Context: an optimization exercise on an open-source flow, tuned for small area, a short achievable clock period and few clock cycles. The choices shown serve that exercise and are no tape-out recipe. Only simulation tests tie the RTL to the original design; equivalence was not proved. Power figures rest on the tool's default switching activity, not on a simulated workload.

==> flow/design.v <==
module Register #(N = 16)
(
    input   logic           Clk, Reset,
    input   logic           Load,
    input   logic   [N-1:0] In,
    output  logic   [N-1:0] Out
);
    logic   [N-1:0] Next;
    always_ff @(posedge Clk) begin
        Out <= Next;
    end
    always_comb begin
        Next = Out;
        if (Reset)
            Next = {N{1'b0}};
        else if (Load)
            Next = In;
    end
endmodule
module RShiftRegister #(N = 16)
(
    input   logic           Clk, Reset,
    input   logic           Load,
    input   logic           ShiftEnable,
    input   logic           ShiftIn,
    input   logic   [N-1:0] In,
    output  logic           ShiftOut,
    output  logic   [N-1:0] Out
);
    logic   [N-1:0] Next;
    always_ff @(posedge Clk) begin
        Out <= Next;
    end
    always_comb begin
        Next = Out;
        if (Reset)
            Next = {N{1'b0}};
        else if (Load)
            Next = In;
        else if (ShiftEnable)
            Next = { ShiftIn, Out[N-1:1] };
    end
    assign ShiftOut = Out[0];
endmodule
module Mux_2to1 #(N = 16)
(
    input   logic           Select,
    input   logic   [N-1:0] In0, In1,
    output  logic   [N-1:0] Out
);
    always_comb begin
        case (Select)
            1'b0:   Out = In0;
            1'b1:   Out = In1;
        endcase
    end
endmodule
module Mux_4to1 #(N = 16)
(
    input   logic   [1:0]   Select,
    input   logic   [N-1:0] In0, In1, In2, In3,
    output  logic   [N-1:0] Out
);
    always_comb begin
        case (Select)
            2'b00:  Out = In0;
            2'b01:  Out = In1;
            2'b10:  Out = In2;
            2'b11:  Out = In3;
        endcase
    end
endmodule
module Mux_8to1 #(N = 16)
(
    input   logic   [2:0]   Select,
    input   logic   [N-1:0] In0, In1, In2, In3, In4, In5, In6, In7,
    output  logic   [N-1:0] Out
);
    always_comb begin
        case (Select)
            3'b000: Out = In0;
            3'b001: Out = In1;
            3'b010: Out = In2;
            3'b011: Out = In3;
            3'b100: Out = In4;
            3'b101: Out = In5;
            3'b110: Out = In6;
            3'b111: Out = In7;
        endcase
    end
endmodule
module DeMux_1to8 #(N = 16)
(
    input   logic   [2:0]   Select,
    input   logic   [N-1:0] In,
    output  logic   [N-1:0] Out0, Out1, Out2, Out3, Out4, Out5, Out6, Out7
);
    always_comb begin
        Out0 = {N{1'b0}};
        Out1 = {N{1'b0}};
        Out2 = {N{1'b0}};
        Out3 = {N{1'b0}};
        Out4 = {N{1'b0}};
        Out5 = {N{1'b0}};
        Out6 = {N{1'b0}};
        Out7 = {N{1'b0}};
        case (Select)
            3'b000: Out0 = In;
            3'b001: Out1 = In;
            3'b010: Out2 = In;
            3'b011: Out3 = In;
            3'b100: Out4 = In;
            3'b101: Out5 = In;
            3'b110: Out6 = In;
            3'b111: Out7 = In;
        endcase
    end
endmodule
module MuxOneHot_5to1 #(N = 16)
(
    input   logic   [4:0]   Select,
    input   logic   [N-1:0] In0, In1, In2, In3, In4,
    output  logic   [N-1:0] Out
);
    always_comb begin
        unique case (Select)
            5'b00001:   Out = In0;
            5'b00010:   Out = In1;
            5'b00100:   Out = In2;
            5'b01000:   Out = In3;
            5'b10000:   Out = In4;
            default:    Out = {N{1'b0}};
        endcase
    end
endmodule
module ALU
(
    input   logic   [1:0]   Fn,
    input   logic   [15:0]  A, B,
    output  logic   [15:0]  Out
);
    always_comb begin
        case (Fn)
            2'b00:  Out = A + B;     
            2'b01:  Out = A & B;     
            2'b10:  Out = ~A;        
            2'b11:  Out = A;         
        endcase
    end
endmodule
module RegisterFile
(
    input   logic           Clk, Reset,
    input   logic           LD_REG,              
    input   logic   [2:0]   DR, SR1, SR2,        
    input   logic   [15:0]  In,                  
    output  logic   [15:0]  SR1_Out, SR2_Out     
);
    logic           R0_Ld,  R1_Ld,  R2_Ld,  R3_Ld,  R4_Ld,  R5_Ld,  R6_Ld,  R7_Ld;
    logic   [15:0]  R0_In,  R1_In,  R2_In,  R3_In,  R4_In,  R5_In,  R6_In,  R7_In;
    logic   [15:0]  R0_Out, R1_Out, R2_Out, R3_Out, R4_Out, R5_Out, R6_Out, R7_Out;
    Register        _R0(.Clk(Clk), .Reset(Reset), .In(R0_In), .Out(R0_Out), .Load(R0_Ld));
    Register        _R1(.Clk(Clk), .Reset(Reset), .In(R1_In), .Out(R1_Out), .Load(R1_Ld));
    Register        _R2(.Clk(Clk), .Reset(Reset), .In(R2_In), .Out(R2_Out), .Load(R2_Ld));
    Register        _R3(.Clk(Clk), .Reset(Reset), .In(R3_In), .Out(R3_Out), .Load(R3_Ld));
    Register        _R4(.Clk(Clk), .Reset(Reset), .In(R4_In), .Out(R4_Out), .Load(R4_Ld));
    Register        _R5(.Clk(Clk), .Reset(Reset), .In(R5_In), .Out(R5_Out), .Load(R5_Ld));
    Register        _R6(.Clk(Clk), .Reset(Reset), .In(R6_In), .Out(R6_Out), .Load(R6_Ld));
    Register        _R7(.Clk(Clk), .Reset(Reset), .In(R7_In), .Out(R7_Out), .Load(R7_Ld));
    DeMux_1to8      _DRSelect
    (
        .In(In),
        .Out0(R0_In),
        .Out1(R1_In),
        .Out2(R2_In),
        .Out3(R3_In),
        .Out4(R4_In),
        .Out5(R5_In),
        .Out6(R6_In),
        .Out7(R7_In),
        .Select(DR)
    );
    DeMux_1to8 #(1) _LDSelect
    (
        .In(LD_REG),
        .Out0(R0_Ld),
        .Out1(R1_Ld),
        .Out2(R2_Ld),
        .Out3(R3_Ld),
        .Out4(R4_Ld),
        .Out5(R5_Ld),
        .Out6(R6_Ld),
        .Out7(R7_Ld),
        .Select(DR)
    );
    Mux_8to1        _SR1_OutMux
    (
        .In0(R0_Out),
        .In1(R1_Out),
        .In2(R2_Out),
        .In3(R3_Out),
        .In4(R4_Out),
        .In5(R5_Out),
        .In6(R6_Out),
        .In7(R7_Out),
        .Out(SR1_Out),
        .Select(SR1)
    );
    Mux_8to1        _SR2_OutMux
    (
        .In0(R0_Out),
        .In1(R1_Out),
        .In2(R2_Out),
        .In3(R3_Out),
        .In4(R4_Out),
        .In5(R5_Out),
        .In6(R6_Out),
        .In7(R7_Out),
        .Out(SR2_Out),
        .Select(SR2)
    );
endmodule
module Multiplier
(
    input   logic           Clk, Reset,
    input   logic           Run,
    input   logic   [7:0]   A, B,
    output  logic           Ready,
    output  logic   [15:0]  Out
);
    logic   [8:0]   Sum;             
    logic   [8:0]   MUL;             
    logic   [7:0]   A_Out, B_Out;    
    logic   [8:0]   A_Out_SEXT;      
    logic   [7:0]   AMUX_Out;        
    logic           A0;              
    logic           X;               
    logic           M;               
    logic           LD_A;            
    logic           LD_B;            
    logic           LD_MUL;          
    logic           LD_X;            
    logic           CLR_A;           
    logic           SH;              
    logic           AMUX;            
    logic           ADDMUX;          
    assign LD_X = M & LD_A;          
    assign AMUX = M;                 
    assign Out = { A_Out, B_Out };   
    RShiftRegister #(8) _A
    (
        .Clk(Clk),
        .Reset(Reset | CLR_A),   
        .In(AMUX_Out),
        .Out(A_Out),
        .Load(LD_A),             
        .ShiftIn(X),
        .ShiftOut(A0),
        .ShiftEnable(SH)
    );
    RShiftRegister #(8) _B
    (
        .Clk(Clk),
        .Reset(Reset),
        .In(B),
        .Out(B_Out),
        .Load(LD_B),             
        .ShiftIn(A0),
        .ShiftOut(M),
        .ShiftEnable(SH)
    );
    Register #(9)       _MUL
    (
        .Clk(Clk),
        .Reset(Reset),
        .In({ {1{A[7]}}, A }),    
        .Out(MUL),
        .Load(LD_MUL)
    );
    Register #(1)       _X
    (
        .Clk(Clk),
        .Reset(Reset | CLR_A),   
        .In(Sum[8]),
        .Out(X),
        .Load(LD_X)
    );
    Mux_2to1 #(8)       _AMUX
    (
        .In0(A_Out),
        .In1(Sum[7:0]),
        .Out(AMUX_Out),
        .Select(AMUX)
    );
    assign A_Out_SEXT = { {1{A_Out[7]}}, A_Out };    
    Mux_2to1 #(9)       _ADDMUX
    (
        .In0(A_Out_SEXT + MUL),  
        .In1(A_Out_SEXT - MUL),  
        .Out(Sum),
        .Select(ADDMUX)
    );
    logic   [3:0]   Counter, Counter_Next;
    logic           Done;
    enum logic [1:0]
    {
        Wait,
        Load,
        Multiply,
        Halt
    } State, Next_State;
    always_ff @(posedge Clk) begin
        if (Reset) begin
            Counter <= 4'h0;
            State <= Wait;
        end
        else begin
            Counter <= Counter_Next;
            State <= Next_State;
        end
    end
    always_comb begin
        Next_State = State;
        case (State)
            Wait:       Next_State = (Run) ? Load : Wait;
            Load:       Next_State = Multiply;
            Multiply:   Next_State = (Done) ? Halt : Multiply;
            Halt:       Next_State = Wait;
        endcase
    end
    always_comb begin
        CLR_A = 1'b0;
        LD_A = 1'b0;
        LD_B = 1'b0;
        LD_MUL = 1'b0;
        ADDMUX = 1'b0;
        SH = 1'b0;
        Ready = 1'b0;
        Done = 1'b0;
        Counter_Next = Counter;
        case (State)
            Wait: begin
            end
            Load: begin
                CLR_A = 1'b1;
                LD_B = 1'b1;
                LD_MUL = 1'b1;
                Counter_Next = 4'h0;
            end
            Multiply: begin
                if (Counter == 4'hE) begin
                    ADDMUX = 1'b1;
                end
                if (Counter == 4'hF) begin
                    Done = 1'b1;
                    SH = 1'b1;
                end
                else begin
                    Counter_Next = Counter + 4'h1;
                    if (Counter % 2 == 0)
                        LD_A = 1'b1;
                    else
                        SH = 1'b1;
                end
            end
            Halt: begin
                Ready = 1'b1;
            end
        endcase
    end
endmodule
module Datapath
(
    input   logic           Clk, Reset,
    input   logic   [15:0]  In,                                                   
    input   logic           LD_MAR, LD_MDR, LD_IR, LD_BEN, LD_REG, LD_CC, LD_PC,  
    input   logic           GatePC, GateMDR, GateMUL, GateALU, GateMARMUX,        
    input   logic           ADDR1MUX,                                             
    input   logic   [1:0]   ADDR2MUX, PCMUX, DRMUX, SR1MUX,                       
    input   logic           SR2MUX, MARMUX,                                       
    input   logic   [1:0]   ALUK,                                                 
    input   logic           MIO_EN,                                               
    input   logic           MUL_EN,                                               
    output  logic   [15:0]  Out,                                                  
    output  logic   [15:0]  Address,                                              
    output  logic           MUL_R,                                                
    output  logic           BEN,                                                  
    output  logic           IR_5,                                                 
	output  logic           IR_11,												  
    output  logic   [3:0]   IR_15_12,                                             
    output  logic   [15:0]  PC, IR,  
    input   logic   [15:0]  PC_In    
);
    logic   [15:0]  Bus;                                 
    logic   [3:0]   Gate;                                
    logic   [15:0]  MAR, MDR ;                    
    logic   [2:0]   SR1MUX_Out, DRMUX_Out;               
    logic   [15:0]  SR2MUX_Out;                          
    logic   [15:0]  MARMUX_Out, MDRMUX_Out, PCMUX_Out;   
    logic   [15:0]  ADDR1MUX_Out, ADDR2MUX_Out;          
    logic   [15:0]  ALU;                                 
    logic   [15:0]  MUL;                                 
    logic   [15:0]  SR1, SR2;                            
    logic           BEN_In;                              
    logic           N, Z, P;                             
    logic           N_In, Z_In, P_In;                    
    assign IR_5     = IR[5];
	assign IR_11	= IR[11];
    assign IR_15_12 = IR[15:12];
    assign Out      = MDR;                               
    assign Address  = MAR;                               
    assign N_In = Bus[15];
    assign Z_In = (Bus == 16'h0000) ? 1'b1 : 1'b0;
    assign P_In = ~N_In & ~Z_In;
    assign BEN_In = (IR[11] & N) | (IR[10] & Z) | (IR[9] & P);
    Register        _MAR
    (
        .Clk(Clk),
        .Reset(Reset),
        .In(Bus),
        .Out(MAR),
        .Load(LD_MAR)
    );
    Register        _MDR
    (
        .Clk(Clk),
        .Reset(Reset),
        .In(MDRMUX_Out),
        .Out(MDR),
        .Load(LD_MDR)
    );
    Register        _IR
    (
        .Clk(Clk),
        .Reset(Reset),
        .In(Bus),
        .Out(IR),
        .Load(LD_IR)
    );
    Register        _PC
    (
        .Clk(Clk),
        .Reset(Reset),
        .In(PCMUX_Out),
        .Out(PC),
        .Load(LD_PC)
    );
    Register #(1)   _BEN
    (
        .Clk(Clk),
        .Reset(Reset),
        .In(BEN_In),
        .Out(BEN),
        .Load(LD_BEN)
    );
    Register #(1)   _N
    (
        .Clk(Clk),
        .Reset(Reset),
        .In(N_In),
        .Out(N),
        .Load(LD_CC)
    );
    Register #(1)   _Z
    (
        .Clk(Clk),
        .Reset(Reset),
        .In(Z_In),
        .Out(Z),
        .Load(LD_CC)
    );
    Register #(1)   _P
    (
        .Clk(Clk),
        .Reset(Reset),
        .In(P_In),
        .Out(P),
        .Load(LD_CC)
    );
    RegisterFile    _GenPurposeRegs
    (
        .Clk(Clk),
        .Reset(Reset),
        .In(Bus),
        .LD_REG(LD_REG),
        .DR(DRMUX_Out),
        .SR1(SR1MUX_Out),
        .SR2(IR[2:0]),
        .SR1_Out(SR1),
        .SR2_Out(SR2)
    );
    ALU             _ALU
    (
        .A(SR1),
        .B(SR2MUX_Out),
        .Fn(ALUK),
        .Out(ALU)
    );
    Multiplier      _MUL
    (
        .Clk(Clk),
        .Reset(Reset),
        .A(SR1[7:0]),
        .B(SR2MUX_Out[7:0]),
        .Out(MUL),
        .Run(MUL_EN),
        .Ready(MUL_R)
    );
    Mux_4to1 #(3)   _DRMUX
    (
        .In0(IR[11:9]),
        .In1(3'b111),
        .In2(3'b110),
        .In3(3'b000),    
        .Out(DRMUX_Out),
        .Select(DRMUX)
    );
    Mux_4to1 #(3)   _SR1MUX
    (
        .In0(IR[11:9]),
        .In1(IR[8:6]),
        .In2(3'b110),
        .In3(3'b000),    
        .Out(SR1MUX_Out),
        .Select(SR1MUX)
    );
    Mux_2to1        _SR2MUX
    (
        .In0(SR2),
        .In1({ {11{IR[4]}}, IR[4:0] }),  
        .Out(SR2MUX_Out),
        .Select(SR2MUX)
    );
    Mux_4to1        _PCMUX
    (
        .In0(PC + 16'd1),
        .In1(Bus),
        .In2(ADDR1MUX_Out + ADDR2MUX_Out),
        .In3(PC_In),      
        .Out(PCMUX_Out),
        .Select(PCMUX)
    );
    Mux_2to1        _ADDR1MUX
    (
        .In0(PC),
        .In1(SR1),
        .Out(ADDR1MUX_Out),
        .Select(ADDR1MUX)
    );
    Mux_4to1        _ADDR2MUX
    (
        .In0(16'h0000),
        .In1({ {10{IR[ 5]}}, IR[ 5:0] }),    
        .In2({ { 7{IR[ 8]}}, IR[ 8:0] }),    
        .In3({ { 5{IR[10]}}, IR[10:0] }),    
        .Out(ADDR2MUX_Out),
        .Select(ADDR2MUX)
    );
    Mux_2to1        _MARMUX
    (
        .In0({ {8{1'b0}}, IR[7:0] }),        
        .In1(ADDR1MUX_Out + ADDR2MUX_Out),
        .Out(MARMUX_Out),
        .Select(MARMUX)
    );
    Mux_2to1        _MDRMUX
    (
        .In0(Bus),
        .In1(In),
        .Out(MDRMUX_Out),
        .Select(MIO_EN)
    );
    MuxOneHot_5to1  _GateMux
    (
        .In0(MARMUX_Out),
        .In1(ALU),
        .In2(MUL),
        .In3(MDR),
        .In4(PC),
        .Out(Bus),
        .Select({ GatePC, GateMDR, GateMUL, GateALU, GateMARMUX })
    );
endmodule
module ControlUnit
(
    input   logic           Clk, Reset,
    input   logic           Run, Continue, Step,
    input   logic           DoHalt,
    input   logic           MUL_R,
    input   logic           BEN,
    input   logic           IR_5,
    input   logic           IR_11,
    input   logic   [3:0]   IR_15_12,
    output  logic           LD_MAR, LD_MDR, LD_IR, LD_BEN, LD_REG, LD_CC, LD_PC,
    output  logic           GatePC, GateMDR, GateMUL, GateALU, GateMARMUX,
    output  logic           ADDR1MUX,
    output  logic   [1:0]   ADDR2MUX, PCMUX, DRMUX, SR1MUX,
    output  logic           SR2MUX, MARMUX,
    output  logic   [1:0]   ALUK,
    output  logic           MIO_EN, R_W,
    output  logic           MUL_EN,
    output  logic           Halted, Paused, InvalidOp,   
    output  logic   [3:0]   Opcode   
);
    assign Opcode = IR_15_12;
    assign SR2MUX = IR_5;
    enum logic [7:0]
    {
        State_00        = 8'd0,
        State_01        = 8'd1,
        State_02        = 8'd2,
        State_03        = 8'd3,
        State_04        = 8'd4,
        State_05        = 8'd5,
        State_06        = 8'd6,
        State_07        = 8'd7,
        State_09        = 8'd9,
        State_10        = 8'd10,
        State_11        = 8'd11,
        State_12        = 8'd12,
        State_13        = 8'd013,
        State_13_nR     = 8'd113,
        State_13_R      = 8'd213,
        State_14        = 8'd14,
        State_15        = 8'd15,
        State_16_nR1    = 8'd016,    
        State_16_nR2    = 8'd116,
        State_16_R      = 8'd216,    
        State_18        = 8'd18,
        State_20        = 8'd20,
        State_21        = 8'd21,
        State_22        = 8'd22,
        State_23        = 8'd23,
        State_24_nR1    = 8'd024,
        State_24_nR2    = 8'd124,
        State_24_R      = 8'd224,
        State_25_nR1    = 8'd025,
        State_25_nR2    = 8'd125,
        State_25_R      = 8'd225,
        State_26        = 8'd26,
        State_27        = 8'd27,
        State_28_nR1    = 8'd028,
        State_28_nR2    = 8'd128,
        State_28_R      = 8'd228,
        State_29_nR1    = 8'd029,
        State_29_nR2    = 8'd129,
        State_29_R      = 8'd229,
        State_30        = 8'd30,
        State_31        = 8'd31,
        State_32        = 8'd32,
        State_33_nR1    = 8'd033,
        State_33_nR2    = 8'd133,
        State_33_R      = 8'd233,
        State_35        = 8'd35,
        INVALID         = 8'd253,
        START           = 8'd254,
        HALT            = 8'd255
    } State, Next_State;
    always_ff @(posedge Clk) begin
        if (Reset || DoHalt)
            State <= HALT;
        else
            State <= Next_State;
    end
    always_comb begin
        Next_State = State;      
        case (State)
            State_18:       Next_State = State_33_nR1;
            State_33_nR1:   Next_State = State_33_nR2;
            State_33_nR2:   Next_State = State_33_R;
            State_33_R:     Next_State = State_35;
            State_35: begin
                if (Step && ~Continue)
                    Next_State = State_35;
                else
                    Next_State = State_32;
            end
            State_32: begin
                if (Step && Continue)
                    Next_State = State_32;
                else begin
                    case (Opcode)
                        4'b0000:    Next_State = State_00;       
                        4'b0001:    Next_State = State_01;       
                        4'b0010:    Next_State = State_02;       
                        4'b0011:    Next_State = State_03;       
                        4'b0100:    Next_State = State_04;       
                        4'b0101:    Next_State = State_05;       
                        4'b0110:    Next_State = State_06;       
                        4'b0111:    Next_State = State_07;       
                        4'b1001:    Next_State = State_09;       
                        4'b1010:    Next_State = State_10;       
                        4'b1011:    Next_State = State_11;       
                        4'b1100:    Next_State = State_12;       
                        4'b1101:    Next_State = State_13;       
                        4'b1110:    Next_State = State_14;       
                        4'b1111:    Next_State = State_15;       
                        default:    Next_State = INVALID;        
                    endcase
                end
            end
            State_00:       Next_State = (BEN) ? State_22 : State_18;    
            State_22:       Next_State = State_18;
            State_01:       Next_State = State_18;
            State_02:       Next_State = State_25_nR1;
            State_03:       Next_State = State_23;
            State_04:       Next_State = (IR_11) ? State_21 : State_20;  
            State_20:       Next_State = State_18;
            State_21:       Next_State = State_18;
            State_05:       Next_State = State_18;
            State_06:       Next_State = State_25_nR1;
            State_07:       Next_State = State_23;
            State_09:       Next_State = State_18;
            State_10:       Next_State = State_24_nR1;
            State_24_nR1:   Next_State = State_24_nR2;
            State_24_nR2:   Next_State = State_24_R;
            State_24_R:     Next_State = State_26;
            State_26:       Next_State = State_25_nR1;
            State_11:       Next_State = State_29_nR1;
            State_29_nR1:   Next_State = State_29_nR2;
            State_29_nR2:   Next_State = State_29_R;
            State_29_R:     Next_State = State_31;
            State_31:       Next_State = State_23;
            State_12:       Next_State = State_18;
            State_13:       Next_State = State_13_nR;
            State_13_nR:    Next_State = (MUL_R) ? State_13_R : State_13_nR;
            State_13_R:     Next_State = State_18;
            State_14:       Next_State = State_18;
            State_15:       Next_State = State_28_nR1;
            State_28_nR1:   Next_State = State_28_nR2;
            State_28_nR2:   Next_State = State_28_R;
            State_28_R:     Next_State = State_30;
            State_30:       Next_State = State_18;
            State_23:       Next_State = State_16_nR1;
            State_16_nR1:   Next_State = State_16_nR2;
            State_16_nR2:   Next_State = State_16_R;
            State_16_R:     Next_State = State_18;
            State_25_nR1:   Next_State = State_25_nR2;
            State_25_nR2:   Next_State = State_25_R;
            State_25_R:     Next_State = State_27;
            State_27:       Next_State = State_18;
            INVALID: begin
                if (Continue)
                    Next_State = HALT;
                else
                    Next_State = INVALID;
            end
            START: begin
                if (~Run)
                    Next_State = State_18;
                else
                    Next_State = START;
            end
            HALT: begin
                if (Run)
                    Next_State = START;
                else
                    Next_State = HALT;
            end
        endcase
    end
    always_comb begin
        LD_MAR      = 1'b0;
        LD_MDR      = 1'b0;
        LD_IR       = 1'b0;
        LD_BEN      = 1'b0;
        LD_REG      = 1'b0;
        LD_CC       = 1'b0;
        LD_PC       = 1'b0;
        GatePC      = 1'b0;
        GateMDR     = 1'b0;
        GateMUL     = 1'b0;
        GateALU     = 1'b0;
        GateMARMUX  = 1'b0;
        ADDR1MUX    = 1'b0;
        ADDR2MUX    = 2'b00;
        PCMUX       = 2'b00;
        DRMUX       = 2'b00;
        SR1MUX      = 2'b00;
        MARMUX      = 1'b0;
        ALUK        = 2'b00;
        MIO_EN      = 1'b0;
        R_W         = 1'b0;
        MUL_EN      = 1'b0;
        Halted      = 1'b0;
        Paused      = 1'b0;
        InvalidOp   = 1'b0;
        case (State)
            State_18: begin 
                GatePC = 1'b1;       
                LD_MAR = 1'b1;       
                PCMUX = 2'b00;       
                LD_PC = 1'b1;        
            end
            State_33_nR1:
                MIO_EN = 1'b1;       
            State_33_nR2:
                MIO_EN = 1'b1;       
            State_33_R: begin 
                MIO_EN = 1'b1;       
                LD_MDR = 1'b1;       
            end
            State_35: begin 
                GateMDR = 1'b1;      
                LD_IR = 1'b1;        
                Paused = 1'b1;
            end
            State_32:
                LD_BEN = 1'b1;       
            State_00: begin
            end
            State_22: begin
                ADDR1MUX = 1'b0;
                ADDR2MUX = 2'b10;
                PCMUX = 2'b10;
                LD_PC = 1'b1;
            end
            State_01: begin
                DRMUX = 2'b00;
                SR1MUX = 2'b01;
                ALUK = 2'b00;
                GateALU = 1'b1;
                LD_REG = 1'b1;
                LD_CC = 1'b1;
            end
            State_02: begin
                ADDR1MUX = 1'b0;
                ADDR2MUX = 2'b10;
                MARMUX = 1'b1;
                GateMARMUX = 1'b1;
                LD_MAR = 1'b1;
            end
            State_03: begin
                ADDR1MUX = 1'b0;
                ADDR2MUX = 2'b10;
                MARMUX = 1'b1;
                GateMARMUX = 1'b1;
                LD_MAR = 1'b1;
            end
            State_04: begin
                DRMUX = 2'b01;
                GatePC = 1'b1;
                LD_REG = 1'b1;
            end
            State_20: begin
                SR1MUX = 2'b01;
                ADDR1MUX = 1'b1;
                ADDR2MUX = 2'b00;
                PCMUX = 2'b10;
                LD_PC = 1'b1;
            end
            State_21: begin
                PCMUX = 2'b10;
                ADDR1MUX = 1'b0;
                ADDR2MUX = 2'b11;
                LD_PC = 1'b1;
            end
            State_05: begin
                DRMUX = 2'b00;
                SR1MUX = 2'b01;
                ALUK = 2'b01;
                GateALU = 1'b1;
                LD_REG = 1'b1;
                LD_CC = 1'b1;
            end
            State_06: begin
                SR1MUX = 2'b01;
                ADDR1MUX = 1'b1;
                ADDR2MUX = 2'b01;
                MARMUX = 1'b1;
                GateMARMUX = 1'b1;
                LD_MAR = 1'b1;
            end
            State_07: begin
                SR1MUX = 2'b01;
                ADDR1MUX = 1'b1;
                ADDR2MUX = 2'b01;
                MARMUX = 1'b1;
                GateMARMUX = 1'b1;
                LD_MAR = 1'b1;
            end
            State_09: begin
                DRMUX = 2'b00;
                SR1MUX = 2'b01;
                ALUK = 2'b10;
                GateALU = 1'b1;
                LD_REG = 1'b1;
                LD_CC = 1'b1;
            end
            State_10: begin
                ADDR1MUX = 1'b0;
                ADDR2MUX = 2'b10;
                MARMUX = 1'b1;
                GateMARMUX = 1'b1;
                LD_MAR = 1'b1;
            end
            State_24_nR1: begin
                MIO_EN = 1'b1;
            end
            State_24_nR2: begin
                MIO_EN = 1'b1;
            end
            State_24_R: begin
                MIO_EN = 1'b1;
                LD_MDR = 1'b1;
            end
            State_26: begin
                GateMDR = 1'b1;
                LD_MAR = 1'b1;
            end
            State_11: begin
                ADDR1MUX = 1'b0;
                ADDR2MUX = 2'b10;
                MARMUX = 1'b1;
                GateMARMUX = 1'b1;
                LD_MAR = 1'b1;
            end
            State_29_nR1: begin
                MIO_EN = 1'b1;
            end
            State_29_nR2: begin
                MIO_EN = 1'b1;
            end
            State_29_R: begin
                MIO_EN = 1'b1;
                LD_MDR = 1'b1;
            end
            State_31: begin
                LD_MAR = 1'b1;
                GateMDR = 1'b1;
            end
            State_12: begin
                SR1MUX = 2'b01;
                ADDR1MUX = 1'b1;
                ADDR2MUX = 2'b00;
                PCMUX = 2'b10;
                LD_PC = 1'b1;
            end
            State_13: begin
                SR1MUX = 2'b01;
                MUL_EN = 1'b1;
            end
            State_13_nR: begin
                SR1MUX = 2'b01;
            end
            State_13_R: begin
                DRMUX = 2'b00;
                GateMUL = 1'b1;
                LD_REG = 1'b1;
                LD_CC = 1'b1;
            end
            State_14: begin
                DRMUX = 2'b00;
                ADDR1MUX = 1'b0;
                ADDR2MUX = 2'b10;
                MARMUX = 1'b1;
                GateMARMUX = 1'b1;
                LD_REG = 1'b1;
                LD_CC = 1'b1;
            end
            State_15: begin
                MARMUX = 1'b0;
                GateMARMUX = 1'b1;
                LD_MAR = 1'b1;
            end
            State_28_nR1: begin
                MIO_EN = 1'b1;
                DRMUX = 2'b01;
                GatePC = 1'b1;
                LD_REG = 1'b1;
            end
            State_28_nR2: begin
                MIO_EN = 1'b1;
                DRMUX = 2'b01;
                GatePC = 1'b1;
                LD_REG = 1'b1;
            end
            State_28_R: begin
                MIO_EN = 1'b1;
                DRMUX = 2'b01;
                GatePC = 1'b1;
                LD_REG = 1'b1;
                LD_MDR = 1'b1;
            end
            State_30: begin
                GateMDR = 1'b1;
                PCMUX = 2'b01;
                LD_PC = 1'b1;
            end
            State_23: begin
                SR1MUX = 2'b00;
                ALUK = 2'b11;
                GateALU = 1'b1;
                LD_MDR = 1'b1;
            end
            State_16_nR1: begin
                MIO_EN = 1'b1;
                R_W = 1'b1;
            end
            State_16_nR2: begin
                MIO_EN = 1'b1;
                R_W = 1'b1;
            end
            State_16_R: begin
                MIO_EN = 1'b0;
                R_W = 1'b0;
            end
            State_25_nR1: begin
                MIO_EN = 1'b1;
            end
            State_25_nR2: begin
                MIO_EN = 1'b1;
            end
            State_25_R: begin
                MIO_EN = 1'b1;
                LD_MDR = 1'b1;
            end
            State_27: begin
                GateMDR = 1'b1;
                LD_REG = 1'b1;
                LD_CC = 1'b1;
            end
            INVALID:
                InvalidOp = 1'b1;
            HALT: begin
                Halted = 1'b1;
                PCMUX = 2'b11;   
                LD_PC = 1'b1;
                LD_CC = 1'b1;
            end
        endcase
    end
endmodule
module MemoryControlUnit
(
    input   logic           Clk, Reset,
    input   logic           MIO_EN,
    input   logic           R_W,
    input   logic   [15:0]  Address,
    input   logic   [15:0]  Data_FromSRAM,
    input   logic   [15:0]  Data_FromCPU,
    input   logic   [15:0]  Data_FromKeyboard,
    input   logic           Keypress,
    input   logic           DisplayReady,
    output  logic           DisplayWE,
    output  logic           Mem_CE, Mem_OE, Mem_WE,
    output  logic           Mem_LB, Mem_UB,
    output  logic           DoHalt,
    output  logic   [15:0]  Data_ToSRAM,
    output  logic   [15:0]  Data_ToCPU,
    output  logic   [15:0]  Data_ToVideo
);
    logic           LD_KBSR;
    logic           LD_DDR;
    logic           LD_DSR;
    logic           CLR_KBSR;
    logic           CLR_DSR;
    logic   [15:0]  KBDR, KBSR;
    logic   [15:0]  DDR, DSR;
    logic           DisplayWE_Out;
    assign LD_KBSR = Keypress && Data_FromKeyboard != 16'h0000;
    assign LD_DSR = DisplayReady;
    logic   [1:0]   INMUX;
    assign Data_ToSRAM = Data_FromCPU;
    assign Data_ToVideo = DDR;
    assign Mem_CE = 1'b1;
    assign Mem_LB = 1'b1;
    assign Mem_UB = 1'b1;
    always_ff @(posedge Clk) begin
        if (Reset)
            DisplayWE <= 1'b0;
        else
            DisplayWE <= DisplayWE_Out;
    end
    always_comb begin
        CLR_KBSR        = 1'b0;
        CLR_DSR         = 1'b0;
        LD_DDR          = 1'b0;
        INMUX           = 2'b00;
        Mem_OE          = 1'b0;
        Mem_WE          = 1'b0;
        DisplayWE_Out   = 1'b0;
        DoHalt          = 1'b0;
        unique case (Address)
            16'hFE00: begin
                if (MIO_EN) begin
                    INMUX = 2'b01;
                end
            end
            16'hFE02: begin
                if (MIO_EN && !R_W) begin
                    INMUX = 2'b10;
                    CLR_KBSR = 1'b1;
                end
            end
            16'hFE04: begin
                if (MIO_EN && !R_W) begin
                    INMUX = 2'b11;
                end
            end
            16'hFE06: begin
                if (MIO_EN && R_W) begin
                    LD_DDR = 1'b1;
                    CLR_DSR = 1'b1;
                    DisplayWE_Out = 1'b1;
                end
            end
            16'hFFFF: begin
                if (MIO_EN && R_W)
                    DoHalt = 1'b1;
            end
            default : begin
                if (MIO_EN) begin
                    if (R_W)
                        Mem_WE = 1'b1;
                    else begin
                        Mem_OE = 1'b1;
                        INMUX = 2'b00;
                    end
                end
            end
        endcase
    end
    Register        _KBDR
    (
        .Clk(Clk),
        .Reset(Reset),
        .In(Data_FromKeyboard),
        .Out(KBDR),
        .Load(~KBSR[15])
    );
    Register        _KBSR
    (
        .Clk(Clk),
        .Reset(Reset | CLR_KBSR),
        .In(16'h8000),
        .Out(KBSR),
        .Load(LD_KBSR)
    );
    Register        _DDR
    (
        .Clk(Clk),
        .Reset(Reset),
        .In(Data_FromCPU),
        .Out(DDR),
        .Load(LD_DDR)
    );
    Register        _DSR
    (
        .Clk(Clk),
        .Reset(Reset | CLR_DSR),
        .In(16'h8000),
        .Out(DSR),
        .Load(LD_DSR)
    );
    Mux_4to1        _INMUX
    (
        .In0(Data_FromSRAM),
        .In1(KBSR),
        .In2(KBDR),
        .In3(DSR),
        .Out(Data_ToCPU),
        .Select(INMUX)
    );
endmodule
module Synchronizer #(N = 1)
(
    input   logic           Clk,
    input   logic   [N-1:0] In,
    output  logic   [N-1:0] Out
);
    always_ff @(posedge Clk) begin
        Out <= In;
    end
endmodule
module elc3_core
(
    input   logic           clk,
    input   logic           reset,           
    input   logic           run,             
    input   logic           cont,            
    input   logic           step,            
    input   logic   [15:0]  start_pc,        
    output  logic           halted,          
    output  logic           paused,          
    output  logic           invalid_op,      
    output  logic   [15:0]  pc,              
    output  logic   [15:0]  ir,              
    output  logic   [15:0]  mem_addr,
    output  logic           mem_oe,          
    output  logic           mem_we,          
    output  logic   [15:0]  mem_wdata,
    input   logic   [15:0]  mem_rdata,
    input   logic   [7:0]   key_data,
    input   logic           key_valid,
    input   logic           disp_ready,
    output  logic           disp_we,
    output  logic   [7:0]   disp_data
);
    logic           Reset, Run, Continue, Step;
    logic           DoHalt;
    logic   [3:0]   Opcode;
    logic           LD_MAR, LD_MDR, LD_IR, LD_BEN, LD_REG, LD_CC, LD_PC;
    logic           GatePC, GateMDR, GateMUL, GateALU, GateMARMUX;
    logic           ADDR1MUX;
    logic   [1:0]   ADDR2MUX, PCMUX, DRMUX, SR1MUX;
    logic           SR2MUX, MARMUX;
    logic   [1:0]   ALUK;
    logic           MIO_EN, R_W;
    logic           MUL_EN;
    logic           MUL_R;
    logic           BEN;
    logic           IR_5;
    logic           IR_11;
    logic   [3:0]   IR_15_12;
    logic   [15:0]  Address;
    logic           Mem_CE, Mem_OE, Mem_WE, Mem_LB, Mem_UB;
    logic   [15:0]  Data_FromCPU, Data_ToCPU;
    logic   [15:0]  Data_FromSRAM, Data_ToSRAM;
    logic   [15:0]  Data_ToVideo;
    logic           DisplayWE;
    assign Step      = step;
    assign mem_addr  = Address;
    assign disp_data = Data_ToVideo[7:0];
    assign disp_we   = DisplayWE;
    Datapath dp
    (
        .Clk(clk),
        .Reset(Reset),
        .In(Data_ToCPU),
        .LD_MAR(LD_MAR), .LD_MDR(LD_MDR), .LD_IR(LD_IR), .LD_BEN(LD_BEN),
        .LD_REG(LD_REG), .LD_CC(LD_CC), .LD_PC(LD_PC),
        .GatePC(GatePC), .GateMDR(GateMDR), .GateMUL(GateMUL),
        .GateALU(GateALU), .GateMARMUX(GateMARMUX),
        .ADDR1MUX(ADDR1MUX), .ADDR2MUX(ADDR2MUX), .PCMUX(PCMUX),
        .DRMUX(DRMUX), .SR1MUX(SR1MUX), .SR2MUX(SR2MUX), .MARMUX(MARMUX),
        .ALUK(ALUK),
        .MIO_EN(MIO_EN),
        .MUL_EN(MUL_EN),
        .Out(Data_FromCPU),
        .Address(Address),
        .MUL_R(MUL_R),
        .BEN(BEN),
        .IR_5(IR_5),
        .IR_11(IR_11),
        .IR_15_12(IR_15_12),
        .PC(pc),
        .IR(ir),
        .PC_In(start_pc)
    );
    ControlUnit ctl
    (
        .Clk(clk),
        .Reset(Reset),
        .Run(Run), .Continue(Continue), .Step(Step),
        .DoHalt(DoHalt),
        .MUL_R(MUL_R),
        .BEN(BEN),
        .IR_5(IR_5),
        .IR_11(IR_11),
        .IR_15_12(IR_15_12),
        .LD_MAR(LD_MAR), .LD_MDR(LD_MDR), .LD_IR(LD_IR), .LD_BEN(LD_BEN),
        .LD_REG(LD_REG), .LD_CC(LD_CC), .LD_PC(LD_PC),
        .GatePC(GatePC), .GateMDR(GateMDR), .GateMUL(GateMUL),
        .GateALU(GateALU), .GateMARMUX(GateMARMUX),
        .ADDR1MUX(ADDR1MUX), .ADDR2MUX(ADDR2MUX), .PCMUX(PCMUX),
        .DRMUX(DRMUX), .SR1MUX(SR1MUX), .SR2MUX(SR2MUX), .MARMUX(MARMUX),
        .ALUK(ALUK),
        .MIO_EN(MIO_EN), .R_W(R_W),
        .MUL_EN(MUL_EN),
        .Halted(halted), .Paused(paused), .InvalidOp(invalid_op),
        .Opcode(Opcode)
    );
    MemoryControlUnit memCtl
    (
        .Clk(clk),
        .Reset(Reset),
        .MIO_EN(MIO_EN),
        .R_W(R_W),
        .Address(Address),
        .Data_FromSRAM(Data_FromSRAM),
        .Data_FromCPU(Data_FromCPU),
        .Data_FromKeyboard({ 8'h00, key_data }),
        .Keypress(key_valid),
        .DisplayReady(disp_ready),
        .DisplayWE(DisplayWE),
        .Mem_CE(Mem_CE), .Mem_OE(Mem_OE), .Mem_WE(Mem_WE),
        .Mem_LB(Mem_LB), .Mem_UB(Mem_UB),
        .DoHalt(DoHalt),
        .Data_ToSRAM(Data_ToSRAM),
        .Data_ToCPU(Data_ToCPU),
        .Data_ToVideo(Data_ToVideo)
    );
    logic   [15:0]  DataIn_Buffer, DataOut_Buffer;
    always_ff @(posedge clk) begin
        DataIn_Buffer  <= mem_rdata;
        DataOut_Buffer <= Data_ToSRAM;
    end
    assign Data_FromSRAM = DataIn_Buffer;
    assign mem_wdata     = DataOut_Buffer;
    Synchronizer syncReset(.Clk(clk), .In(reset), .Out(Reset));
    Synchronizer syncRun(.Clk(clk), .In(run), .Out(Run));
    Synchronizer syncContinue(.Clk(clk), .In(cont), .Out(Continue));
    Synchronizer syncOE(.Clk(clk), .In(Mem_OE), .Out(mem_oe));
    Synchronizer syncWE(.Clk(clk), .In(Mem_WE), .Out(mem_we));
endmodule
==> flow/run.sh <==
#!/bin/bash
# synth_recipe.tcl (not shown) runs the flow's synth.tcl, then flattens the netlist and writes it again
# the make line also repeats each setting of config.mk as NAME=value (left out here)
make -C /OpenROAD-flow-scripts/flow DESIGN_CONFIG=/design/flow/config.mk WORK_HOME=/design/flow/orfs CLKGATE_MAP_FILE= SYNTH_SCRIPT=/design/flow/synth_recipe.tcl finish
==> flow/config.mk <==
export PLATFORM = sky130hd
export DESIGN_NAME = elc3_core
export DESIGN_NICKNAME = elc3_core
export VERILOG_FILES = /design/flow/design.v
export SDC_FILE = /design/flow/constraint.sdc
export NUM_CORES = 4
export LEC_CHECK = 0
export CAP_MARGIN = 20
export CORE_MARGIN = 2
export CORE_UTILIZATION = 40
export PLACE_DENSITY = 0.6
export SLEW_MARGIN = 20
==> flow/constraint.sdc <==
create_clock -name core_clock -period 10.0 [get_ports {clk}]
set_input_delay 2.0000 -clock core_clock [delete_from_list [all_inputs] [get_ports {clk}]]
set_output_delay 2.0000 -clock core_clock [all_outputs]
set_load 0.01 [all_outputs]
==> summary.txt, run 1 <==
Distinct cells, synth -> 99
CTS hold repair buffers -> 0
Final Hold Viols -> 0
Power per cell area -> 178 nW/um^2
Postcts setup bufs -> 0
Worst path arrival time -> 8330 ps
Met2 wire length -> 35800 um
Slew @ Worst Pin -> 1160 ps
Initial DRC Count -> 2301
Final Critical Period -> 7840 ps
Commonest non-fill, non-tap cell in the layout -> nor2_1
Cell area after layout -> 21300 sq um
Crit start category -> flop
Placed Cells -> 2944
RSZ-0062 raised after global routing -> no
Hold Path Class -> reg -> reg
Met1 wire length -> 34100 um
Max rail drop VDD -> 0.150 mV
Share of cells above drive strength 1 -> 8.18%
Max Root-Sink Buffers -> 3
WL met3 -> 6800 um
Clock transition at path regs -> 70 ps
Top_reg_cell synth -> dfxtp_1
CTS Buf Count -> 36
Asr flop ratio synth -> 0%
Die Wd -> 217 um
CORE AREA -> 45200 sq um
DR top layer -> met4
Final Net Count -> 2479
Warnings from Yosys -> 19
Leakage -> 0.00745 uW
Post-Synth XOR/XNOR Area -> 1.92%
Fin cells -> 3009
First-pass GRT wire length -> 119000 um
Initial antenna violation count -> 0
Sequential share of the synthesized area -> 32.5%
CP Data Required Time -> 10490 ps
Port Buffer Count -> 124
CP Capture Type -> flop
Syn avg cell area -> 7.81 sq um
Post-Syn Nets -> 2431
FF+latch count, synth -> 296
Adder-Cell Fraction of Synth Area -> 3.56%
Highest fanout seen on the critical path -> 39
Clk sinks -> 296
DIE AREA -> 47300 sq um
Commonest non-fill, non-tap cells in the layout -> 354 x nor2_1, 294 x dfxtp_1, 199 x nand2_1
DP HPWL -> 59300 um
Drt wl/cell -> 26.8 um
Detailed-route vias per instance -> 6.33
CTS tree -> done
GRT Overall Usage -> 33.4%
Number of global-route vias before repair -> 17800
Die Y-Extent -> 217 um
Clk root buf -> clkbuf_16
Post-synthesis mux area share -> 6.53%
H-tree depth -> 2
Remaining antenna violation count after routing -> 0
Largest net degree at the start of global routing -> 98
Skew final -> 27.2 ps
Setup TNS -> 0 ps
Hold_ws -> 375 ps
Area of placed instances -> 20100 sq um
Grt ovf -> 0
Total vias in the final route -> 19000
Reg2Reg Depth -> 20
DR DRC count -> 0
Period utilisation layout -> 78.4%
Max Clock Freq -> 127 MHz
Largest family of logic cells by synthesized area -> compound AO/OA/AOI/OAI gates
Max Slew Vio Count -> 0
Post-synthesis compound-gate area fraction -> 29.4%
Max cap viols -> 0
Initial core utilization -> 40.3%
Row Count -> 78
# setup viols final -> 0
I/O pin count -> 125
Worst setup path category -> reg -> reg
Worst hold path depth -> 0
Status -> no timing/DRC/antenna violations
GP Congestion -> 1.02
1st-pass router iterations -> 8
Mapped Cells -> 2334
Clock Latency Late Sink -> 570 ps
CTS-repair resized insts -> 0
Final design utilization -> 47.2%
Synthesized cell area -> 18200 sq um
EDFF count, synth -> 0
DRT Wirelength -> 80500 um
Post-Synth Simple-Gate Area -> 21.0%
Area delta synth->final -> 17.1%
Max-slew headroom -> 22.4%
## report_power, final
part | internal [uW] | switching, uW | leakage, uW
sequential | 1240 | 130 | 0.00240
combinational | 373 | 642 | 0.00443
clock | 853 | 556 | 0.000624
## per-layer routing
metal	global-route usage, %	vias to the layer above
met2	52.2	933
met1	45.3	9190
met3	5.23	179
li1	-	8738
met4	15.3	0
met5	0	-
## kinds of logic (layout without fill, tap and decap cells)
kind of cell               count (synthesis)  after routing
muxes                                    114            114
and+or+nand+nor                          840            840
other                                      0              1
xor gates and xnor gates                  40             40
adders and majority gates                 50             50
AOI/OAI and AO/OA                        766            766
DFF                                      296            296
buffers and inverters                    228            302
## area by class of cell
class | count | area, sq um
diodes | 1 | 2.50
clock buffers | 48 | 1020
clock inverters | 16 | 254
fillers | 4420 | 23800
inverters | 51 | 191
multi-input cells | 1810 | 11500
flip-flops and latches | 296 | 5930
well taps | 600 | 751
repair buffers | 187 | 1710
## worst max-delay path: stages, from the launching register on
cell	delay, ps
dfxtp_1	310
buf_4	350
or4b_1	840
o21ai_2	830
a32o_1	660
a221oi_1	230
a31oi_1	830
ha_1	380
nor2_1	80
o2111ai_1	170
a41oi_1	250
nand2b_1	250
or4_1	430
o22ai_2	240
o21ai_0	160
and3_1	170
nor4_1	660
a211oi_2	100
buf_4	250
or3_1	390
a21oi_1	150
## final timing paths
kind	from	slack [ps]	endpoint
setup / recovery	ctl.State[2]$_SDFFE_PP1P_	2160	flop
hold / removal	dp._MDR.Out[8]$_SDFFE_PP0P_	370	DataOut_Buffer[8]$_DFF_P_
setup reg to reg	ctl.State[2]$_SDFFE_PP1P_	2160	flop
hold reg to reg	dp._MDR.Out[8]$_SDFFE_PP0P_	370	DataOut_Buffer[8]$_DFF_P_
## state kept, by name (all words and copies together) (netlist names), 2 cells and up, named ones only
signal	cells
DataIn_Buffer	16
DataOut_Buffer	16
dp._GenPurposeRegs._R0.Out	16
dp._GenPurposeRegs._R1.Out	16
dp._GenPurposeRegs._R2.Out	16
dp._GenPurposeRegs._R3.Out	16
dp._GenPurposeRegs._R4.Out	16
dp._GenPurposeRegs._R5.Out	16
dp._GenPurposeRegs._R6.Out	16
dp._GenPurposeRegs._R7.Out	16
dp._IR.Out	16
dp._MAR.Out	16
dp._MDR.Out	16
dp._PC.Out	16
ctl.State	8
dp._MUL._A.Out	8
dp._MUL._B.Out	8
dp._MUL._MUL.Out	8
memCtl._DDR.Out	8
memCtl._KBDR.Out	8
dp._MUL.Counter	4
dp._MUL.State	2
## synthesized netlist by cell type, drive strengths merged, types with 15 or more instances
| master | count | area, sq um |
|---|---|---|
| a211oi | 142 | 1070 |
| a21boi | 19 | 143 |
| a21o | 19 | 143 |
| a21oi | 143 | 727 |
| a221oi | 38 | 333 |
| a222oi | 15 | 150 |
| a22oi | 32 | 254 |
| a31oi | 16 | 100 |
| and3 | 31 | 194 |
| buf | 39 | 218 |
| clkbuf | 138 | 518 |
| dfxtp | 296 | 5930 |
| ha | 47 | 588 |
| inv | 50 | 188 |
| mux2i | 102 | 1020 |
| nand2 | 199 | 747 |
| nand2b | 19 | 119 |
| nand3 | 66 | 330 |
| nor2 | 360 | 1350 |
| nor2b | 23 | 144 |
| nor3 | 53 | 270 |
| o21a | 15 | 113 |
| o21ai | 152 | 768 |
| o22ai | 25 | 176 |
| or2 | 15 | 93.8 |
| xnor2 | 30 | 263 |
## stage by stage
| step | power (uW) | setup slack (ps) |
|---|---|---|
| after CTS | 3790 | 2450 |
| after floorplan | 2000 | 4370 |
| after global routing | 3950 | 1780 |
| after detailed placement | 2370 | 2520 |
| after global placement | 2390 | 2580 |
| final | 3790 | 2160 |
Testbench counts, summed over its fixed seeds: cycles 1,307,949.
==> run 2, diff against run 1 <==
--- a/flow/design.v
+++ b/flow/design.v
@@ -1176,19 +1176,19 @@
 module elc3_core
 (
     input   logic           clk,
-    input   logic           reset,           
-    input   logic           run,             
-    input   logic           cont,            
-    input   logic           step,            
-    input   logic   [15:0]  start_pc,        
-    output  logic           halted,          
-    output  logic           paused,          
-    output  logic           invalid_op,      
-    output  logic   [15:0]  pc,              
-    output  logic   [15:0]  ir,              
+    input   logic           reset,
+    input   logic           run,
+    input   logic           cont,
+    input   logic           step,
+    input   logic   [15:0]  start_pc,
+    output  logic           halted,
+    output  logic           paused,
+    output  logic           invalid_op,
+    output  logic   [15:0]  pc,
+    output  logic   [15:0]  ir,
     output  logic   [15:0]  mem_addr,
-    output  logic           mem_oe,          
-    output  logic           mem_we,          
+    output  logic           mem_oe,
+    output  logic           mem_we,
     output  logic   [15:0]  mem_wdata,
     input   logic   [15:0]  mem_rdata,
     input   logic   [7:0]   key_data,
@@ -1197,110 +1197,228 @@
     output  logic           disp_we,
     output  logic   [7:0]   disp_data
 );
-    logic           Reset, Run, Continue, Step;
-    logic           DoHalt;
-    logic   [3:0]   Opcode;
-    logic           LD_MAR, LD_MDR, LD_IR, LD_BEN, LD_REG, LD_CC, LD_PC;
-    logic           GatePC, GateMDR, GateMUL, GateALU, GateMARMUX;
-    logic           ADDR1MUX;
-    logic   [1:0]   ADDR2MUX, PCMUX, DRMUX, SR1MUX;
-    logic           SR2MUX, MARMUX;
-    logic   [1:0]   ALUK;
-    logic           MIO_EN, R_W;
-    logic           MUL_EN;
-    logic           MUL_R;
-    logic           BEN;
-    logic           IR_5;
-    logic           IR_11;
-    logic   [3:0]   IR_15_12;
-    logic   [15:0]  Address;
-    logic           Mem_CE, Mem_OE, Mem_WE, Mem_LB, Mem_UB;
-    logic   [15:0]  Data_FromCPU, Data_ToCPU;
-    logic   [15:0]  Data_FromSRAM, Data_ToSRAM;
-    logic   [15:0]  Data_ToVideo;
-    logic           DisplayWE;
-    assign Step      = step;
-    assign mem_addr  = Address;
-    assign disp_data = Data_ToVideo[7:0];
-    assign disp_we   = DisplayWE;
-    Datapath dp
-    (
-        .Clk(clk),
-        .Reset(Reset),
-        .In(Data_ToCPU),
-        .LD_MAR(LD_MAR), .LD_MDR(LD_MDR), .LD_IR(LD_IR), .LD_BEN(LD_BEN),
-        .LD_REG(LD_REG), .LD_CC(LD_CC), .LD_PC(LD_PC),
-        .GatePC(GatePC), .GateMDR(GateMDR), .GateMUL(GateMUL),
-        .GateALU(GateALU), .GateMARMUX(GateMARMUX),
-        .ADDR1MUX(ADDR1MUX), .ADDR2MUX(ADDR2MUX), .PCMUX(PCMUX),
-        .DRMUX(DRMUX), .SR1MUX(SR1MUX), .SR2MUX(SR2MUX), .MARMUX(MARMUX),
-        .ALUK(ALUK),
-        .MIO_EN(MIO_EN),
-        .MUL_EN(MUL_EN),
-        .Out(Data_FromCPU),
-        .Address(Address),
-        .MUL_R(MUL_R),
-        .BEN(BEN),
-        .IR_5(IR_5),
-        .IR_11(IR_11),
-        .IR_15_12(IR_15_12),
-        .PC(pc),
-        .IR(ir),
-        .PC_In(start_pc)
-    );
-    ControlUnit ctl
-    (
-        .Clk(clk),
-        .Reset(Reset),
-        .Run(Run), .Continue(Continue), .Step(Step),
-        .DoHalt(DoHalt),
-        .MUL_R(MUL_R),
-        .BEN(BEN),
-        .IR_5(IR_5),
-        .IR_11(IR_11),
-        .IR_15_12(IR_15_12),
-        .LD_MAR(LD_MAR), .LD_MDR(LD_MDR), .LD_IR(LD_IR), .LD_BEN(LD_BEN),
-        .LD_REG(LD_REG), .LD_CC(LD_CC), .LD_PC(LD_PC),
-        .GatePC(GatePC), .GateMDR(GateMDR), .GateMUL(GateMUL),
-        .GateALU(GateALU), .GateMARMUX(GateMARMUX),
-        .ADDR1MUX(ADDR1MUX), .ADDR2MUX(ADDR2MUX), .PCMUX(PCMUX),
-        .DRMUX(DRMUX), .SR1MUX(SR1MUX), .SR2MUX(SR2MUX), .MARMUX(MARMUX),
-        .ALUK(ALUK),
-        .MIO_EN(MIO_EN), .R_W(R_W),
-        .MUL_EN(MUL_EN),
-        .Halted(halted), .Paused(paused), .InvalidOp(invalid_op),
-        .Opcode(Opcode)
-    );
-    MemoryControlUnit memCtl
-    (
-        .Clk(clk),
-        .Reset(Reset),
-        .MIO_EN(MIO_EN),
-        .R_W(R_W),
-        .Address(Address),
-        .Data_FromSRAM(Data_FromSRAM),
-        .Data_FromCPU(Data_FromCPU),
-        .Data_FromKeyboard({ 8'h00, key_data }),
-        .Keypress(key_valid),
-        .DisplayReady(disp_ready),
-        .DisplayWE(DisplayWE),
-        .Mem_CE(Mem_CE), .Mem_OE(Mem_OE), .Mem_WE(Mem_WE),
-        .Mem_LB(Mem_LB), .Mem_UB(Mem_UB),
-        .DoHalt(DoHalt),
-        .Data_ToSRAM(Data_ToSRAM),
-        .Data_ToCPU(Data_ToCPU),
-        .Data_ToVideo(Data_ToVideo)
-    );
-    logic   [15:0]  DataIn_Buffer, DataOut_Buffer;
+    logic s_halt, s_f, s_e, s_p, s_ml, s_ms, s_mi, s_mt, s_inv;
+    logic n_halt, n_f, n_e, n_p, n_ml, n_ms, n_mi, n_mt, n_inv;
+    logic [15:0] PC, A, IR, WD;
+    logic [7:0][15:0] R;
+    logic N, Z, P;
+    logic [2:0] pdr;         
+    logic       pst;         
+    logic       oe, we, dwe, haltf;
+    logic [1:0] rsel;        
+    logic       kbsr, dsr;
+    assign halted     = s_halt;
+    assign paused     = s_p;
+    assign invalid_op = s_inv;
+    assign pc         = PC;
+    assign ir         = IR;
+    assign mem_addr   = A;
+    assign mem_oe     = oe;
+    assign mem_we     = we;
+    assign mem_wdata  = WD;
+    assign disp_we    = dwe;
+    assign disp_data  = WD[7:0];
+    logic [15:0] mem_in;
+    always_comb begin
+        case (rsel)
+            2'd0: mem_in = mem_rdata;
+            2'd1: mem_in = {kbsr, 15'd0};
+            2'd2: mem_in = {8'd0, key_data};
+            default: mem_in = {dsr, 15'd0};
+        endcase
+    end
+    logic [3:0] op;
+    assign op = IR[15:12];
+    logic o_br, o_add, o_ld, o_st, o_jsr, o_and, o_ldr, o_str, o_rti, o_not,
+          o_ldi, o_sti, o_jmp, o_mul, o_lea, o_trap;
+    assign o_br   = op == 4'd0;
+    assign o_add  = op == 4'd1;
+    assign o_ld   = op == 4'd2;
+    assign o_st   = op == 4'd3;
+    assign o_jsr  = op == 4'd4;
+    assign o_and  = op == 4'd5;
+    assign o_ldr  = op == 4'd6;
+    assign o_str  = op == 4'd7;
+    assign o_rti  = op == 4'd8;
+    assign o_not  = op == 4'd9;
+    assign o_ldi  = op == 4'd10;
+    assign o_sti  = op == 4'd11;
+    assign o_jmp  = op == 4'd12;
+    assign o_mul  = op == 4'd13;
+    assign o_lea  = op == 4'd14;
+    assign o_trap = op == 4'd15;
+    logic [2:0]  sr2a;
+    logic [15:0] sr1, sr2, op2;
+    assign sr2a = (op[1] & op[0]) ? IR[11:9] : IR[2:0];
+    assign sr1  = R[IR[8:6]];
+    assign sr2  = R[sr2a];
+    assign op2  = IR[5] ? {{11{IR[4]}}, IR[4:0]} : sr2;
+    logic        base_sr1;
+    logic [15:0] base, offs, sum;
+    assign base_sr1 = o_add | o_ldr | o_str | o_jmp | (o_jsr & ~IR[11]);
+    always_comb begin
+        if (o_add)               offs = op2;
+        else if (o_ldr | o_str)  offs = {{10{IR[5]}}, IR[5:0]};
+        else if (o_jsr)          offs = IR[11] ? {{5{IR[10]}}, IR[10:0]} : 16'd0;
+        else if (o_jmp)          offs = 16'd0;
+        else                     offs = {{7{IR[8]}}, IR[8:0]};
+    end
+    assign base = base_sr1 ? sr1 : PC;
+    assign sum  = base + offs;
+    logic signed [7:0]  ma, mb;
+    logic signed [15:0] prod;
+    assign ma   = sr1[7:0];
+    assign mb   = op2[7:0];
+    assign prod = ma * mb;
+    logic [15:0] eres;
+    always_comb begin
+        if (o_and)                  eres = sr1 & op2;
+        else if (o_not)             eres = ~sr1;
+        else if (o_mul)             eres = prod;
+        else if (o_jsr | o_trap)    eres = PC;
+        else                        eres = sum;      
+    end
+    logic ben;
+    assign ben = (IR[11] & N) | (IR[10] & Z) | (IR[9] & P);
+    logic e_mem, e_redirect, e_wr, e_cc;
+    assign e_mem      = o_ld | o_st | o_ldr | o_str | o_ldi | o_sti;
+    assign e_redirect = (o_br & ben) | o_jmp | (o_jsr & (IR[11] | IR[8:6] != 3'd7));
+    assign e_wr       = o_add | o_and | o_not | o_mul | o_lea | o_jsr | o_trap;
+    assign e_cc       = o_add | o_and | o_not | o_mul | o_lea;
+    logic        wr_en, cc_en;
+    logic [2:0]  wr_a;
+    logic [15:0] wr_d;
+    assign wr_en = (s_e & e_wr) | s_ml;
+    assign cc_en = (s_e & e_cc) | s_ml;
+    assign wr_a  = s_ml ? pdr : ((o_jsr | o_trap) ? 3'd7 : IR[11:9]);
+    assign wr_d  = s_ml ? mem_in : eres;
+    logic [15:0] PC1;
+    assign PC1 = PC + 16'd1;
+    logic [15:0] nA, nPC;
+    logic        ld_ir, ld_pc;
+    always_comb begin
+        n_halt = 1'b0; n_f = 1'b0; n_e = 1'b0; n_p = 1'b0; n_ml = 1'b0;
+        n_ms = 1'b0; n_mi = 1'b0; n_mt = 1'b0; n_inv = 1'b0;
+        nA = A;
+        nPC = PC1;
+        ld_ir = 1'b0;
+        ld_pc = 1'b0;
+        if (s_halt) begin
+            nA = start_pc; nPC = start_pc; ld_pc = 1'b1;
+            if (run) n_f = 1'b1; else n_halt = 1'b1;
+        end
+        if (s_f) begin
+            ld_ir = 1'b1;
+            if (run) n_f = 1'b1;
+            else begin
+                nA = PC1; ld_pc = 1'b1;
+                if (step) n_p = 1'b1; else n_e = 1'b1;
+            end
+        end
+        if (s_p) begin
+            if (cont) n_e = 1'b1; else n_p = 1'b1;
+        end
+        if (s_e) begin
+            if (o_rti) n_inv = 1'b1;
+            else if (o_trap) begin
+                nA = {8'd0, IR[7:0]};
+                n_mt = 1'b1;
+            end else if (e_mem) begin
+                nA = sum;
+                ld_ir = 1'b1;
+                if (o_ldi | o_sti) n_mi = 1'b1;
+                else if (o_ld | o_ldr) n_ml = 1'b1;
+                else n_ms = 1'b1;
+            end else if (e_redirect) begin
+                nA = sum; nPC = sum; ld_pc = 1'b1;
+                n_f = 1'b1;
+            end else begin
+                nA = PC1; ld_pc = 1'b1; ld_ir = 1'b1;
+                if (step) n_p = 1'b1; else n_e = 1'b1;
+            end
+        end
+        if (s_ml) begin
+            nA = PC1; ld_pc = 1'b1;
+            if (step) n_p = 1'b1; else n_e = 1'b1;
+        end
+        if (s_ms) begin
+            if (haltf) n_halt = 1'b1;
+            else if (A == PC) begin
+                nA = PC;     
+                n_f = 1'b1;
+            end else begin
+                nA = PC1; ld_pc = 1'b1;
+                if (step) n_p = 1'b1; else n_e = 1'b1;
+            end
+        end
+        if (s_mi) begin
+            nA = mem_in;
+            if (pst) n_ms = 1'b1; else n_ml = 1'b1;
+        end
+        if (s_mt) begin
+            nA = mem_in; nPC = mem_in; ld_pc = 1'b1;
+            n_f = 1'b1;
+        end
+        if (s_inv) begin
+            if (cont) n_halt = 1'b1; else n_inv = 1'b1;
+        end
+    end
+    logic io_kbsr, io_kbdr, io_dsr, io_ddr, io_halt, io_any;
+    assign io_kbsr = nA == 16'hFE00;
+    assign io_kbdr = nA == 16'hFE02;
+    assign io_dsr  = nA == 16'hFE04;
+    assign io_ddr  = nA == 16'hFE06;
+    assign io_halt = nA == 16'hFFFF;
+    assign io_any  = io_kbsr | io_kbdr | io_dsr | io_ddr | io_halt;
+    always_ff @(posedge clk) begin
+        if (reset) begin
+            s_halt <= 1'b1; s_f <= 1'b0; s_e <= 1'b0; s_p <= 1'b0; s_ml <= 1'b0;
+            s_ms <= 1'b0; s_mi <= 1'b0; s_mt <= 1'b0; s_inv <= 1'b0;
+            we <= 1'b0; dwe <= 1'b0;
+        end else begin
+            s_halt <= n_halt; s_f <= n_f; s_e <= n_e; s_p <= n_p; s_ml <= n_ml;
+            s_ms <= n_ms; s_mi <= n_mi; s_mt <= n_mt; s_inv <= n_inv;
+            we  <= n_ms & ~io_any;
+            dwe <= n_ms & io_ddr;
+        end
+        oe    <= ~n_ms & ~io_any;
+        haltf <= io_halt;
+        rsel  <= io_kbdr ? 2'd2 : io_dsr ? 2'd3 : (io_kbsr | io_ddr | io_halt) ? 2'd1 : 2'd0;
+        A <= nA;
+        if (ld_pc) PC <= nPC;
+        if (ld_ir) IR <= mem_in;
+        if (s_e & e_mem) begin
+            pdr <= IR[11:9];
+            pst <= o_sti;
+            WD  <= sr2;
+        end
+    end
+    always_ff @(posedge clk) begin
+        if (s_halt) begin
+            N <= 1'b0; Z <= 1'b1; P <= 1'b0;
+        end else if (cc_en) begin
+            N <= wr_d[15];
+            Z <= wr_d == 16'd0;
+            P <= ~wr_d[15] & (wr_d != 16'd0);
+        end
+    end
+    logic [15:0] wr_d0;
+    assign wr_d0 = reset ? 16'd0 : wr_d;
+    genvar gi;
+    generate
+        for (gi = 0; gi < 8; gi++) begin : g_r
+            always_ff @(posedge clk)
+                if (reset | (wr_en & wr_a == gi)) R[gi] <= wr_d0;
+        end
+    endgenerate
     always_ff @(posedge clk) begin
-        DataIn_Buffer  <= mem_rdata;
-        DataOut_Buffer <= Data_ToSRAM;
+        if (reset | (s_mi | s_ml | s_mt | s_f | s_e) & rsel == 2'd2)
+            kbsr <= 1'b0;
+        else if (key_valid && key_data != 8'd0)
+            kbsr <= 1'b1;
+        if (reset | dwe)
+            dsr <= 1'b0;
+        else if (disp_ready)
+            dsr <= 1'b1;
     end
-    assign Data_FromSRAM = DataIn_Buffer;
-    assign mem_wdata     = DataOut_Buffer;
-    Synchronizer syncReset(.Clk(clk), .In(reset), .Out(Reset));
-    Synchronizer syncRun(.Clk(clk), .In(run), .Out(Run));
-    Synchronizer syncContinue(.Clk(clk), .In(cont), .Out(Continue));
-    Synchronizer syncOE(.Clk(clk), .In(Mem_OE), .Out(mem_oe));
-    Synchronizer syncWE(.Clk(clk), .In(Mem_WE), .Out(mem_we));
 endmodule
==> run 2 against run 1 <==
  * Global-route usage shrank 4.1 points
  * Sequential share of layout area grew 4.3 points
  * Still clean on timing, DRC and antenna
  * Wire length shrank 20%
  * Critical path depth grew 7
  * Final cell count shrank 21%
  * Die area shrank 8.9%
  * Maximum frequency shrank 8.3%
==> summary.txt, run 2 <==
Worst hold path depth -> 1
Placed Cells -> 2320
GP Congestion -> 0.952
Clock transition at path regs -> 60 ps
Crit path top cell by count -> inv_1
Pint -> 2720 uW
Synthesized cell area -> 16600 sq um
Post-synth top area cell -> edfxtp_1
Reg area -> 6130 sq um
Power per cell area -> 256 nW/um^2
Share of cells above drive strength 1 -> 9.66%
Max Clock Freq -> 117 MHz
Post-synth top area share -> 32.6%
Reg2Reg Depth -> 27
Drt wl/cell -> 27.1 um
DR DRC count -> 0
# diodes -> 0
Grt ovf -> 0
Reg with most FFs -> R
Crit start category -> flop
First-pass GRT wire length -> 95400 um
Post-Synth XOR/XNOR Area -> 3.78%
Setup TNS -> 0 ps
Initial DRC Count -> 1805
Max cap viols -> 0
CORE AREA -> 40800 sq um
Clock Latency Late Sink -> 560 ps
Die Y-Extent -> 208 um
Hold Path Class -> reg -> reg
Final Net Count -> 1962
# fillers -> 3802
Detailed-route vias per instance -> 6.31
CP Data Required Time -> 10440 ps
I/O pin count -> 125
Sequential share of the synthesized area -> 37.0%
Final design utilization -> 46.8%
CP Capture Point -> P$_SDFFE_PP0P_
Critical path origin -> IR[0]$_DFFE_PP_
Worst setup path category -> reg -> reg
R2r setup slk -> 1450 ps
Die Wd -> 208 um
Total vias in the final route -> 14900
Largest net degree at the start of global routing -> 39
Worst path arrival time -> 9000 ps
Number of global-route vias before repair -> 14600
Slew @ Worst Pin -> 1180 ps
Max rail drop VDD -> 0.318 mV
Clk root buf -> clkbuf_16
Clk sinks -> 216
Top cells by area in the synthesized netlist -> edfxtp_1 33%, fa_1 6.8%, mux4_2 4.5%
Clock group share of total power -> 18.3%
Status -> no timing/DRC/antenna violations
Adder-Cell Fraction of Synth Area -> 10.2%
CP Capture Type -> flop
Syn avg cell area -> 9.59 sq um
# setup viols final -> 0
CTS-repair resized insts -> 0
CTS tree -> done
Total Power -> 4890 uW
DP HPWL -> 47500 um
Highest fanout seen on the critical path -> 14
FF+latch count, synth -> 216
Number of flip-flops in the largest register -> 128
Commonest non-fill, non-tap cell in the layout -> nor2_1
Row Count -> 74
Switching power share of the total -> 44.3%
Most numerous cell in the Yosys netlist -> nor2_1
GRT Overall Usage -> 29.3%
Max-slew headroom -> 20.8%
Largest family of logic cells by synthesized area -> compound AO/OA/AOI/OAI gates
Warnings from Yosys -> 1
DIE AREA -> 43100 sq um
Post-Syn Nets -> 1876
Area of the multi-input gates -> 9430 sq um
Mapped Cells -> 1728
CTS Buf Count -> 24
Net Switching -> 2160 uW
Gate power share -> 55.4%
Initial antenna violation count -> 0
Post-synthesis compound-gate area fraction -> 17.6%
Skew final -> 17.2 ps
CTS hold repair buffers -> 0
EDFF count, synth -> 180
Max Root-Sink Buffers -> 3
Reg2reg start -> IR[0]$_DFFE_PP_
Max Slew Vio Count -> 0
Top_reg_cell synth -> edfxtp_1
Distinct cells, synth -> 94
Crit-path slowest cell -> a21boi_1
Post-synthesis mux area share -> 9.55%
Seq pwr share -> 26.3%
Postcts setup bufs -> 0
Remaining antenna violation count after routing -> 0
H-tree depth -> 1
RSZ-0062 raised after global routing -> no
Area delta synth->final -> 15.2%
Commonest non-fill, non-tap cells in the layout -> 181 x nor2_1, 180 x edfxtp_1, 163 x nand2_1
Final Hold Viols -> 0
Post-Synth Simple-Gate Area -> 15.6%
Port Buffer Count -> 124
Period utilisation layout -> 85.5%
Final Critical Period -> 8550 ps
DRT Wirelength -> 64100 um
Slowest stage delay, CP -> 720 ps
1st-pass router iterations -> 6
Leakage -> 0.00740 uW
Initial core utilization -> 40.6%
Synth cell count leaders -> 182 x nor2_1, 180 x edfxtp_1, 163 x nand2_1
Fin cells -> 2364
R2R Path End -> P$_SDFFE_PP0P_
Asr flop ratio synth -> 0%
## run 2: worst max-delay path: cells and delay by family, from the launching register on
kind	cells	cell delay, ps
AO/OA/AOI/OAI	8	2590
adder cells (fa/ha/maj)	5	2390
AND/OR/NAND/NOR	7	1910
buffers and inverters	6	710
flip-flops	1	630
XOR/XNOR	1	210
## run 2: cells by family after synthesis
logic type      count (synthesis)
compound gates                427
xor+xnor                       70
simple gates                  556
flops                         216
mux                           114
buf+inv                       244
fa+ha+maj                     101
## run 2: how the worst min path moves through the flow
stage | startpoint | endpoint | slack [ps]
global route | dwe$_SDFF_PP0_ | dsr$_SDFFE_PP0P_ | 440
CTS | dwe$_SDFF_PP0_ | dsr$_SDFFE_PP0P_ | 420
finish | dwe$_SDFF_PP0_ | dsr$_SDFFE_PP0P_ | 420
global placement | dwe$_SDFF_PP0_ | dsr$_SDFFE_PP0P_ | 410
floorplan | N$_SDFFE_PP0P_ | N$_SDFFE_PP0P_ | 430
detailed placement | dwe$_SDFF_PP0_ | dsr$_SDFFE_PP0P_ | 420
## run 2: layer usage
metal,vias to the layer above,global-route usage [%],part of all wire [%]
li1,6489,-,-
met1,7394,42.2,42
met2,861,43.9,43
met3,170,5.52,11
met4,0,10.7,3.8
met5,-,0,0
## run 2: final cells by class
| type | count | area share [%] |
|---|---|---|
| sequential | 216 | 32.1 |
| clock inverter | 11 | 0.616 |
| inverter | 131 | 2.58 |
| clock buffer | 33 | 3.43 |
| timing repair buffer | 173 | 8.41 |
| multi-input combinational | 1268 | 49.4 |
| tap | 532 | 3.49 |
## run 2: per-stage QoR
stage / setup slack, ps / hold slack [ps] / area, sq um
6_report: 1450 / 418 / 19100
5_1_grt: 1170 / 438 / 19100
4_1_cts: 1610 / 422 / 19100
3_5_place_dp: 1680 / 417 / 18300
3_3_place_gp: 1760 / 410 / 18300
2_1_floorplan: 3140 / 431 / 16600
## run 2: power by group through the flow
stage	Clock, uW	Combinational [uW]	Sequential, uW
CTS	904	2650	1280
global route	935	2990	1300
detailed placement	0	2610	1300
floorplan	0	1800	1250
global placement	0	2580	1300
finish	893	2710	1290
Testbench counts of run 2, summed over its fixed seeds: cycles 216,384.

Setup slack of run 2, layout unchanged: 1.445 ns with ideal ports, 1.445 ns with driving cells assumed (clock clkbuf_16, inputs buf_2), 1.445 ns with port delays also shifted by the 0.605 ns mid clock arrival.
